From an optimization exercise on the open Yosys and OpenROAD flow, aimed at small area; shortcuts taken in it are not production practice. The RTL was checked by simulation tests, not by an equivalence proof against the original design.

Design cordic_amplitude_angle, start of the top module:
module cordic_amplitude_angle (
    input                clk,
    input                rst_n,
    input  signed [31:0] x,
    input  signed [31:0] y,
    input                pre_vaild,
    output signed [31:0] amplitude,
    output signed [31:0] angle,
    output reg           post_vaild
);
For scale: about 130 I/O pins, roughly 52000 um^2 of cells after synthesis.
Settings: LEC_CHECK=0, CAP_MARGIN=20, CORE_MARGIN=2, CORE_UTILIZATION=65, PLACE_DENSITY=0.75, SLEW_MARGIN=20; clock period 7.5 ns.
run.sh (not shown) runs the stock make flow with config.mk's settings and CLKGATE_MAP_FILE= SYNTH_SCRIPT=/design/flow/synth_recipe.tcl, a recipe that flattens the netlist after the stock synthesis.
Edit:
CORE_UTILIZATION = 40   (was 65)
PLACE_DENSITY = not set   (was 0.75)
Cell count rose by 10%.
Global-route usage fell by 10 points.
Maximum frequency rose by 0.48%.
Routed wire length rose by 1.6%.
Count of clock-buffer cells in the layout rose by 5.
Worst setup slack improves by 0.035 ns.
Final area rose by 1.2%.
Edit:
CORE_UTILIZATION = 55   (was 40)
CTS_CLUSTER_SIZE = 50   (was not set)
PLACE_DENSITY = 0.65   (was not set)
Result:
- critical path depth fell by 1
- first-iteration DRC count increases by 11%
- cell area came out lower by 0.94%
Edit:
CORE_UTILIZATION = 40   (was 55)
CTS_BUF_LIST = sky130_fd_sc_hd__clkbuf_2 sky130_fd_sc_hd__clkbuf_4   (was not set)
CTS_CLUSTER_SIZE = 16   (was 50)
PLACE_DENSITY = not set   (was 0.65)
Outcome: The new run produced a clean layout. Design area grows by 1.5%. Cell count grows by 9.6%. Routed wire length grows by 2.5%. Worst setup slack got worse by 0.21 ns.

== delta ==
cordic_amplitude_angle, a different RTL version from the one above (not shown whole).
Size: ~510 flip-flops, roughly 130 I/O pins, roughly 50000 sq um of cells after synthesis.
clock: 7.5 ns
lec_check: 0
cap_margin: 20
core_margin: 2
core_utilization: 40
slew_margin: 20
delta reached the end of the flow, and the finished layout is clean on the timing, DRC and antenna checks.
The inputs of tundra differ from those of delta as listed below.
==> flow/flow/run.sh (new file) <==
#!/bin/bash
# The standard layout flow (standard.sh) with one change: the buffers that
# global placement puts on every input and output port are
# sky130_fd_sc_hd__buf_1 cells instead of the default choice (the resizer may
# still upsize them). standard.sh's own output goes to standard_flow.log; each
# ORFS step keeps its full log under orfs/logs/.
export BUFFER_PORTS_ARGS="-buffer_cell sky130_fd_sc_hd__buf_1"
bash standard.sh > standard_flow.log 2>&1
==> flow/standard.sh (new file) <==
#!/bin/bash
# synth_recipe.tcl (not shown) runs the flow's synth.tcl, then flattens the netlist and writes it again
# the make line also repeats each setting of config.mk as NAME=value (left out here)
make -C /OpenROAD-flow-scripts/flow DESIGN_CONFIG=/design/flow/config.mk WORK_HOME=/design/flow/orfs CLKGATE_MAP_FILE= SYNTH_SCRIPT=/design/flow/synth_recipe.tcl "${@:-finish}"
removed: flow/run.sh
[summary]
Of tundra and delta, it is tundra that has the lower met3 wire length.
Summary of the comparison: setup fix buffers added after clock tree synthesis is lower in tundra, relative to delta.
The number of antenna violations at the first check in global routing reported for tundra is smaller than that of delta by 1.
tundra: final-layout clock-cell area share higher than delta
Diff delta -> tundra | met2 usage in global routing | increase of 0.71 points
Global router's overall resource usage ended up 0.18 points higher on tundra than on delta.
Re slack of the worst reg-to-reg path: tundra is 150 ps down on delta.
Modified inputs, quartz compared to tundra
Settings: an added CTS_CLUSTER_SIZE of 25; an added CTS_CLUSTER_DIAMETER of 70.
Notes after the runs:
Between quartz and tundra, the final cycle utilization of the critical path does not differ in any meaningful way.
Diff tundra -> quartz: worst hold slack climbed 6.4 ps, share of synthesized flip-flops with an asynchronous set or reset barely changed.
Summary of quartz over tundra: clock transition time at the flip-flop clock pins of the worst setup and hold paths increased 20 ps.
Number of gates resized after CTS: lower on quartz
Diff tundra..quartz | largest driver fanout on the critical path | unchanged
[diff] first-pass GRT wire length, quartz relative to tundra: improvement
Compared with tundra, quartz ends up with less cell area.

-- re-timing with driven ports --
Ports are ideal in the flow. The routed layouts listed here were re-timed in OpenROAD.
Step 1 sets driving cells, clkbuf_16 on the clock port and buf_2 on the other inputs (assumed; they add their load-dependent delay and slew).
Step 2 also shifts input and output timing later by t, the mid clock arrival at the registers, as if the neighbouring blocks saw the same clock.
Three values: no drivers, after step 1, after step 2; two values: the first two.
run	t (ns)	setup WS [ns]	worst hold slack (ns)	slew at the worst register clock pin (ns)
the first run of note 1	0.708	0.217 / 0.152 / 0.437	0.323 / 0.323 / 0.323	0.07 / 0.07
the second run of note 1	0.735	0.252 / 0.177 / 0.357	0.322 / 0.322 / 0.322	0.07 / 0.07
the third run of note 1	0.734	0.262 / 0.196 / 0.353	0.320 / 0.320 / 0.320	0.07 / 0.07
the fourth run of note 1	1.087	0.054 / -0.019 / 0.347	0.318 / 0.318 / 0.318	0.08 / 0.08
delta	0.722	0.216 / 0.144 / 0.545	0.305 / 0.305 / 0.305	0.06 / 0.06
tundra	0.724	0.146 / 0.080 / 0.402	0.319 / 0.319 / 0.319	0.07 / 0.07
quartz	0.709	0.139 / 0.068 / 0.429	0.325 / 0.325 / 0.325	0.09 / 0.09
After both steps every run listed still meets setup and hold.
